This design comes from an exercise in tuning for small area and a short achievable clock period on the open sky130 flow, not from production work. RTL that was checked went through simulation tests only; none was proved equivalent to the original. No activity file was given, so power comes from the tool's default toggle rates.

==> build 58: inputs <==
==> flow/design.v <==
module lowp2(signal_in,
             signal_out,
             time_constant,
             clock_in,
             reset,
             enable);
input                 enable;
input  signed [27:0]  signal_in;
output signed [27:0]  signal_out;
input  signed [4:0]   time_constant;
input                 clock_in;
input                 reset;
localparam N = 256;
localparam W = 36;
reg  [28*(N-1)-1:0] sr;     
reg  [27:0]     last;       
reg  [7:0]      cnt;        
reg             full;       
reg  [W-1:0]    sum;        
wire            full_next = ~reset & (full | (cnt == 8'd255));
wire [W-1:0] base = sum - {{(W-28){last[27]}}, last};
wire [W-1:0] nsum;
lowp2_add #(.W(W)) add (.a({{(W-28){signal_in[27]}}, signal_in}), .b(base), .clr(reset),
                        .y(nsum));
always @(posedge clock_in) begin
    sr   <= {sr[28*(N-2)-1:0], signal_in};
    last <= full_next ? sr[28*(N-1)-1 -: 28] : 28'd0;
end
always @(posedge clock_in) begin
    if (reset) begin
        cnt  <= 8'd0;
        full <= 1'b0;
    end else begin
        cnt  <= cnt + 8'd1;
        full <= full_next;
    end
    sum <= nsum;
end
assign signal_out = sum[W-1:8];
endmodule
module lowp2_add #(parameter W = 36) (a, b, clr, y);
input  [W-1:0] a;
input  [W-1:0] b;
input          clr;
output [W-1:0] y;
wire [W-1:0] gn0 = ~(a & b);
wire [W-1:0] pn0 = ~(a ^ b);
wire [W-1:0] p   = a ^ b;
wire [W-1:0] g1, p1, gn2, pn2, g3, p3, gn4, pn4, g5, p5, gn6, pn6;
lowp2_pfx_n #(.W(W), .D(1))  l1 (.gn(gn0), .pn(pn0), .g(g1),  .p(p1));
lowp2_pfx_t #(.W(W), .D(2))  l2 (.g(g1),  .p(p1),  .gn(gn2), .pn(pn2));
lowp2_pfx_n #(.W(W), .D(4))  l3 (.gn(gn2), .pn(pn2), .g(g3),  .p(p3));
lowp2_pfx_t #(.W(W), .D(8))  l4 (.g(g3),  .p(p3),  .gn(gn4), .pn(pn4));
lowp2_pfx_n #(.W(W), .D(16)) l5 (.gn(gn4), .pn(pn4), .g(g5),  .p(p5));
lowp2_pfx_t #(.W(W), .D(32)) l6 (.g(g5),  .p(p5),  .gn(gn6), .pn(pn6));
lowp2_sum #(.W(W)) s (.p(p), .cn({gn6[W-2:0], 1'b1}), .clr(clr), .y(y));
endmodule
module lowp2_pfx_t #(parameter W = 36, parameter D = 1) (g, p, gn, pn);
input  [W-1:0] g;
input  [W-1:0] p;
output [W-1:0] gn;
output [W-1:0] pn;
genvar i;
generate
    for (i = 0; i < W; i = i + 1) begin : bt
        if (i >= D) begin : mix
            assign gn[i] = ~(g[i] | (p[i] & g[i-D]));
            assign pn[i] = ~(p[i] & p[i-D]);
        end else begin : pass
            assign gn[i] = ~g[i];
            assign pn[i] = ~p[i];
        end
    end
endgenerate
endmodule
module lowp2_pfx_n #(parameter W = 36, parameter D = 1) (gn, pn, g, p);
input  [W-1:0] gn;
input  [W-1:0] pn;
output [W-1:0] g;
output [W-1:0] p;
genvar i;
generate
    for (i = 0; i < W; i = i + 1) begin : bt
        if (i >= D) begin : mix
            assign g[i] = ~(gn[i] & (pn[i] | gn[i-D]));
            assign p[i] = ~(pn[i] | pn[i-D]);
        end else begin : pass
            assign g[i] = ~gn[i];
            assign p[i] = ~pn[i];
        end
    end
endgenerate
endmodule
module lowp2_sum #(parameter W = 36) (p, cn, clr, y);
input  [W-1:0] p;
input  [W-1:0] cn;
input          clr;
output [W-1:0] y;
assign y = ~((p ^ cn) | {W{clr}});
endmodule
==> flow/flow/run.sh <==
#!/bin/bash
# The standard layout (the standard.sh), with changes to how it is made:
#  - ports are buffered with buf_4 instead of the delay buffer buffer_ports picks by default;
#  - CTS inserts no dummy loads, and drives up to 18 flip-flops from each clkbuf_8 leaf;
#  - timing repair aims for a setup margin, so that it sizes the few paths through the
#    adder and the ports for speed (the SDC and its clock period are the standard flow's, unchanged);
set -euo pipefail
CTS="-sink_clustering_enable -repair_clock_nets -dont_use_dummy_load"
CTS="$CTS -sink_clustering_size 20 -sink_clustering_max_diameter 50"
CTS="$CTS -sink_clustering_buffer sky130_fd_sc_hd__clkbuf_8"
bash standard.sh \
  "BUFFER_PORTS_ARGS=-buffer_cell sky130_fd_sc_hd__buf_4" \
  "CTS_ARGS=$CTS" \
  "SETUP_SLACK_MARGIN=13.15" \
  finish > standard_make.log 2>&1
==> flow/standard.sh <==
#!/bin/bash
# synth_recipe.tcl (not shown) runs the flow's synth.tcl, then flattens the netlist and writes it again
# the make line also repeats each setting of config.mk as NAME=value (left out here)
make -C /OpenROAD-flow-scripts/flow DESIGN_CONFIG=/design/flow/config.mk WORK_HOME=/design/flow/orfs CLKGATE_MAP_FILE= SYNTH_SCRIPT=/design/flow/synth_recipe.tcl "${@:-finish}"
==> flow/config.mk <==
export PLATFORM = sky130hd
export DESIGN_NAME = lowp2
export DESIGN_NICKNAME = lowp2
export VERILOG_FILES = /design/flow/design.v
export SDC_FILE = /design/flow/constraint.sdc
export NUM_CORES = 4
export LEC_CHECK = 0
export CAP_MARGIN = 20
export CORE_MARGIN = 2
export CORE_UTILIZATION = 62
export PLACE_DENSITY = 0.72
export SLEW_MARGIN = 20
export SYNTH_HIERARCHICAL = 1
export SYNTH_MINIMUM_KEEP_SIZE = 0
==> flow/constraint.sdc <==
create_clock -name core_clock -period 18.0 [get_ports {clock_in}]
set_input_delay 3.6000 -clock core_clock [delete_from_list [all_inputs] [get_ports {clock_in}]]
set_output_delay 3.6000 -clock core_clock [all_outputs]
set_load 0.01 [all_outputs]
==> build 19 (differences from build 58) <==
==> flow/design.v (replaced) <==
module lowp2(signal_in,
             signal_out,
             time_constant,
             clock_in,
             reset,
             enable);
input                 enable;
input  signed [27:0]  signal_in;
output signed [27:0]  signal_out;
input  signed [4:0]   time_constant;
input                 clock_in;
input                 reset;
localparam N = 256;
localparam W = 36;
reg  [28*(N-1)-1:0] sr;     
reg  [27:0]     last;       
reg  [7:0]      cnt;        
reg             full;       
reg  [W-1:0]    sum;        
wire            full_next = ~reset & (full | (cnt == 8'd255));
wire [W-1:0] base = sum - {{(W-28){last[27]}}, last};
wire [W-1:0] a = {{(W-28){signal_in[27]}}, signal_in};
wire [W-1:0] p0 = a ^ base;
wire [W-1:0] g0 = a & base;
wire [W-1:0] gl [0:6];
wire [W-1:0] pl [0:6];
assign gl[0] = g0;
assign pl[0] = p0;
genvar l, i;
generate
    for (l = 0; l < 6; l = l + 1) begin : lev
        for (i = 0; i < W; i = i + 1) begin : bt
            if (i >= (1 << l)) begin : mix
                assign gl[l+1][i] = gl[l][i] | (pl[l][i] & gl[l][i - (1 << l)]);
                assign pl[l+1][i] = pl[l][i] & pl[l][i - (1 << l)];
            end else begin : pass
                assign gl[l+1][i] = gl[l][i];
                assign pl[l+1][i] = pl[l][i];
            end
        end
    end
endgenerate
wire [W-1:0] nsum = p0 ^ {gl[6][W-2:0], 1'b0};
always @(posedge clock_in) begin
    sr   <= {sr[28*(N-2)-1:0], signal_in};
    last <= full_next ? sr[28*(N-1)-1 -: 28] : 28'd0;
end
always @(posedge clock_in) begin
    if (reset) begin
        cnt  <= 8'd0;
        full <= 1'b0;
        sum  <= {W{1'b0}};
    end else begin
        cnt  <= cnt + 8'd1;
        full <= full_next;
        sum  <= nsum;
    end
end
assign signal_out = sum[W-1:8];
endmodule
==> flow/run.sh (new file) <==
#!/bin/bash
# synth_recipe.tcl (not shown) runs the flow's synth.tcl, then flattens the netlist and writes it again
# the make line also repeats each setting of config.mk as NAME=value (left out here)
make -C /OpenROAD-flow-scripts/flow DESIGN_CONFIG=/design/flow/config.mk WORK_HOME=/design/flow/orfs CLKGATE_MAP_FILE= SYNTH_SCRIPT=/design/flow/synth_recipe.tcl finish
--- a/flow/config.mk
+++ b/flow/config.mk
@@ -9,6 +9,3 @@
 export CORE_MARGIN = 2
-export CORE_UTILIZATION = 62
-export PLACE_DENSITY = 0.72
+export CORE_UTILIZATION = 40
 export SLEW_MARGIN = 20
-export SYNTH_HIERARCHICAL = 1
-export SYNTH_MINIMUM_KEEP_SIZE = 0
removed: flow/flow/run.sh
removed: flow/standard.sh
==> build 51 (differences from build 58) <==
--- a/flow/flow/run.sh
+++ b/flow/flow/run.sh
@@ -8,3 +8,3 @@
 CTS="-sink_clustering_enable -repair_clock_nets -dont_use_dummy_load"
-CTS="$CTS -sink_clustering_size 20 -sink_clustering_max_diameter 50"
+CTS="$CTS -sink_clustering_size 18 -sink_clustering_max_diameter 50"
 CTS="$CTS -sink_clustering_buffer sky130_fd_sc_hd__clkbuf_8"
@@ -13,3 +13,3 @@
   "CTS_ARGS=$CTS" \
-  "SETUP_SLACK_MARGIN=13.15" \
+  "SETUP_SLACK_MARGIN=13.8" \
   finish > standard_make.log 2>&1
==> trial 56 (differences from build 58) <==
==> flow/design.v (replaced) <==
module lowp2(signal_in,
             signal_out,
             time_constant,
             clock_in,
             reset,
             enable);
input                 enable;
input  signed [27:0]  signal_in;
output signed [27:0]  signal_out;
input  signed [4:0]   time_constant;
input                 clock_in;
input                 reset;
localparam N = 256;
localparam W = 36;
reg  [28*(N-1)-1:0] sr;     
reg  [27:0]     last;       
reg  [7:0]      cnt;        
reg             full;       
reg  [W-1:0]    sum;        
wire            full_next = ~reset & (full | (cnt == 8'd255));
wire [W-1:0] base = sum - {{(W-28){last[27]}}, last};
wire [W-1:0] a = {{(W-28){signal_in[27]}}, signal_in};
wire [W-1:0] p0 = a ^ base;
wire [W-1:0] g0 = a & base;
wire [W-1:0] gl [0:6];
wire [W-1:0] pl [0:6];
assign gl[0] = g0;
assign pl[0] = p0;
genvar l, i;
generate
    for (l = 0; l < 6; l = l + 1) begin : lev
        for (i = 0; i < W; i = i + 1) begin : bt
            if (i >= (1 << l)) begin : mix
                assign gl[l+1][i] = gl[l][i] | (pl[l][i] & gl[l][i - (1 << l)]);
                assign pl[l+1][i] = pl[l][i] & pl[l][i - (1 << l)];
            end else begin : pass
                assign gl[l+1][i] = gl[l][i];
                assign pl[l+1][i] = pl[l][i];
            end
        end
    end
endgenerate
wire [W-1:0] nsum = p0 ^ {gl[6][W-2:0], 1'b0};
always @(posedge clock_in) begin
    sr   <= {sr[28*(N-2)-1:0], signal_in};
    last <= full_next ? sr[28*(N-1)-1 -: 28] : 28'd0;
end
always @(posedge clock_in) begin
    if (reset) begin
        cnt  <= 8'd0;
        full <= 1'b0;
        sum  <= {W{1'b0}};
    end else begin
        cnt  <= cnt + 8'd1;
        full <= full_next;
        sum  <= nsum;
    end
end
assign signal_out = sum[W-1:8];
endmodule
==> flow/flow/run.sh (replaced) <==
#!/bin/bash
# The standard layout (the standard.sh), with changes to how it is made:
#  - ports are buffered with buf_4 instead of the delay buffer buffer_ports picks by default;
#  - CTS inserts no dummy loads and clusters more sinks per leaf buffer;
#  - timing repair aims for a setup margin, so that it sizes the few paths through the
#    adder and the ports for speed (the SDC and its clock period are the standard flow's, unchanged).
set -euo pipefail
CTS="-sink_clustering_enable -repair_clock_nets -dont_use_dummy_load"
CTS="$CTS"
bash standard.sh \
  "BUFFER_PORTS_ARGS=-buffer_cell sky130_fd_sc_hd__buf_4" \
  "CTS_ARGS=$CTS" \
  "SETUP_SLACK_MARGIN=0" \
  finish > standard_make.log 2>&1
--- a/flow/config.mk
+++ b/flow/config.mk
@@ -9,6 +9,4 @@
 export CORE_MARGIN = 2
-export CORE_UTILIZATION = 62
-export PLACE_DENSITY = 0.72
+export CORE_UTILIZATION = 70
+export PLACE_DENSITY = 0.78
 export SLEW_MARGIN = 20
-export SYNTH_HIERARCHICAL = 1
-export SYNTH_MINIMUM_KEEP_SIZE = 0
==> qor summary <==
Status: build 51 timing/DRC/antenna clean; build 19 timing/DRC/antenna clean; trial 56 timing/DRC/antenna clean; build 58 timing/DRC/antenna clean
Sequential-to-total area share from yosys stat: build 51 -; build 19 97.02%; trial 56 97.02%; build 58 -
Flip-flop cell with the highest count after synthesis: build 51 -; build 19 dfxtp_1; trial 56 dfxtp_1; build 58 -
Number of different library cells in the post-synthesis netlist: build 51 -; build 19 64; trial 56 64; build 58 -
FF+latch count, synth: build 51 -; build 19 7213; trial 56 7213; build 58 -
Multi-input combinational cell count: build 51 683; build 19 558; trial 56 558; build 58 683
Critical-path maximum fanout: build 51 2; build 19 5; trial 56 5; build 58 2
M1 wire length: build 51 91470 um; build 19 84570 um; trial 56 99770 um; build 58 88830 um
Setup slack of the worst register-to-register path: build 51 13660 ps; build 19 12440 ps; trial 56 12400 ps; build 58 13320 ps
Area of all sequential standard cells: build 51 144500 um^2; build 19 144400 um^2; trial 56 144400 um^2; build 58 144500 um^2
Syn-to-layout area delta: build 51 9.741%; build 19 19.35%; trial 56 12.67%; build 58 7.749%
TAP cells: build 51 3185; build 19 4950; trial 56 2821; build 58 3185
Post-CTS setup buffers: build 51 67; build 19 0; trial 56 0; build 58 9
EDFF count, synth: build 51 -; build 19 0; trial 56 0; build 58 -
Comb power: build 51 3670 uW; build 19 1560 uW; trial 56 1520 uW; build 58 2330 uW
Met1 track utilization from global routing: build 51 21.60%; build 19 12.43%; trial 56 28.16%; build 58 21.09%
Seq pwr: build 51 16200 uW; build 19 16200 uW; trial 56 16300 uW; build 58 16200 uW
Area share of buffers outside the clock network: build 51 0.9049%; build 19 0.3353%; trial 56 0.2641%; build 58 0.4003%
Cell with the most instances after synthesis: build 51 -; build 19 dfxtp_1; trial 56 dfxtp_1; build 58 -
The RTL of build 19 and trial 56 was laid out without a check of its function.

separate check: timing with driven ports:
Ports are ideal in the flow. The routed layouts listed here were re-timed in OpenROAD.
Step 1 sets driving cells, clkbuf_16 on the clock port and buf_2 on the other inputs (assumed; they add their load-dependent delay and slew).
Step 2 times the ports against the registers' clock, not the clock port: input delays grow and output delays shrink by t, the midpoint of the rising clock arrivals with the driver on.
Three values: ideal, step 1, step 2; two values: the first two.
| run | t (ns) | slack for setup (ns) | worst setup path after step 2 | worst slew at a driven data input, ns |
|---|---|---|---|---|
| build 58 | 0.961 | 13.004 / 12.907 / 12.164 | input to register | 0.09 |
| build 19 | 1.068 | 11.551 / 11.620 / 10.552 | input to register | 0.03 |
| build 51 | 0.970 | 13.028 / 12.937 / 12.475 | input to register | 0.15 |
| trial 56 | 1.002 | 12.080 / 12.142 / 11.140 | input to register | 0.04 |
After both steps setup and hold are still met in every run listed. The setup slack of build 19, which loses most, moves by +0.069 ns with the drivers and by -0.999 ns with both steps.
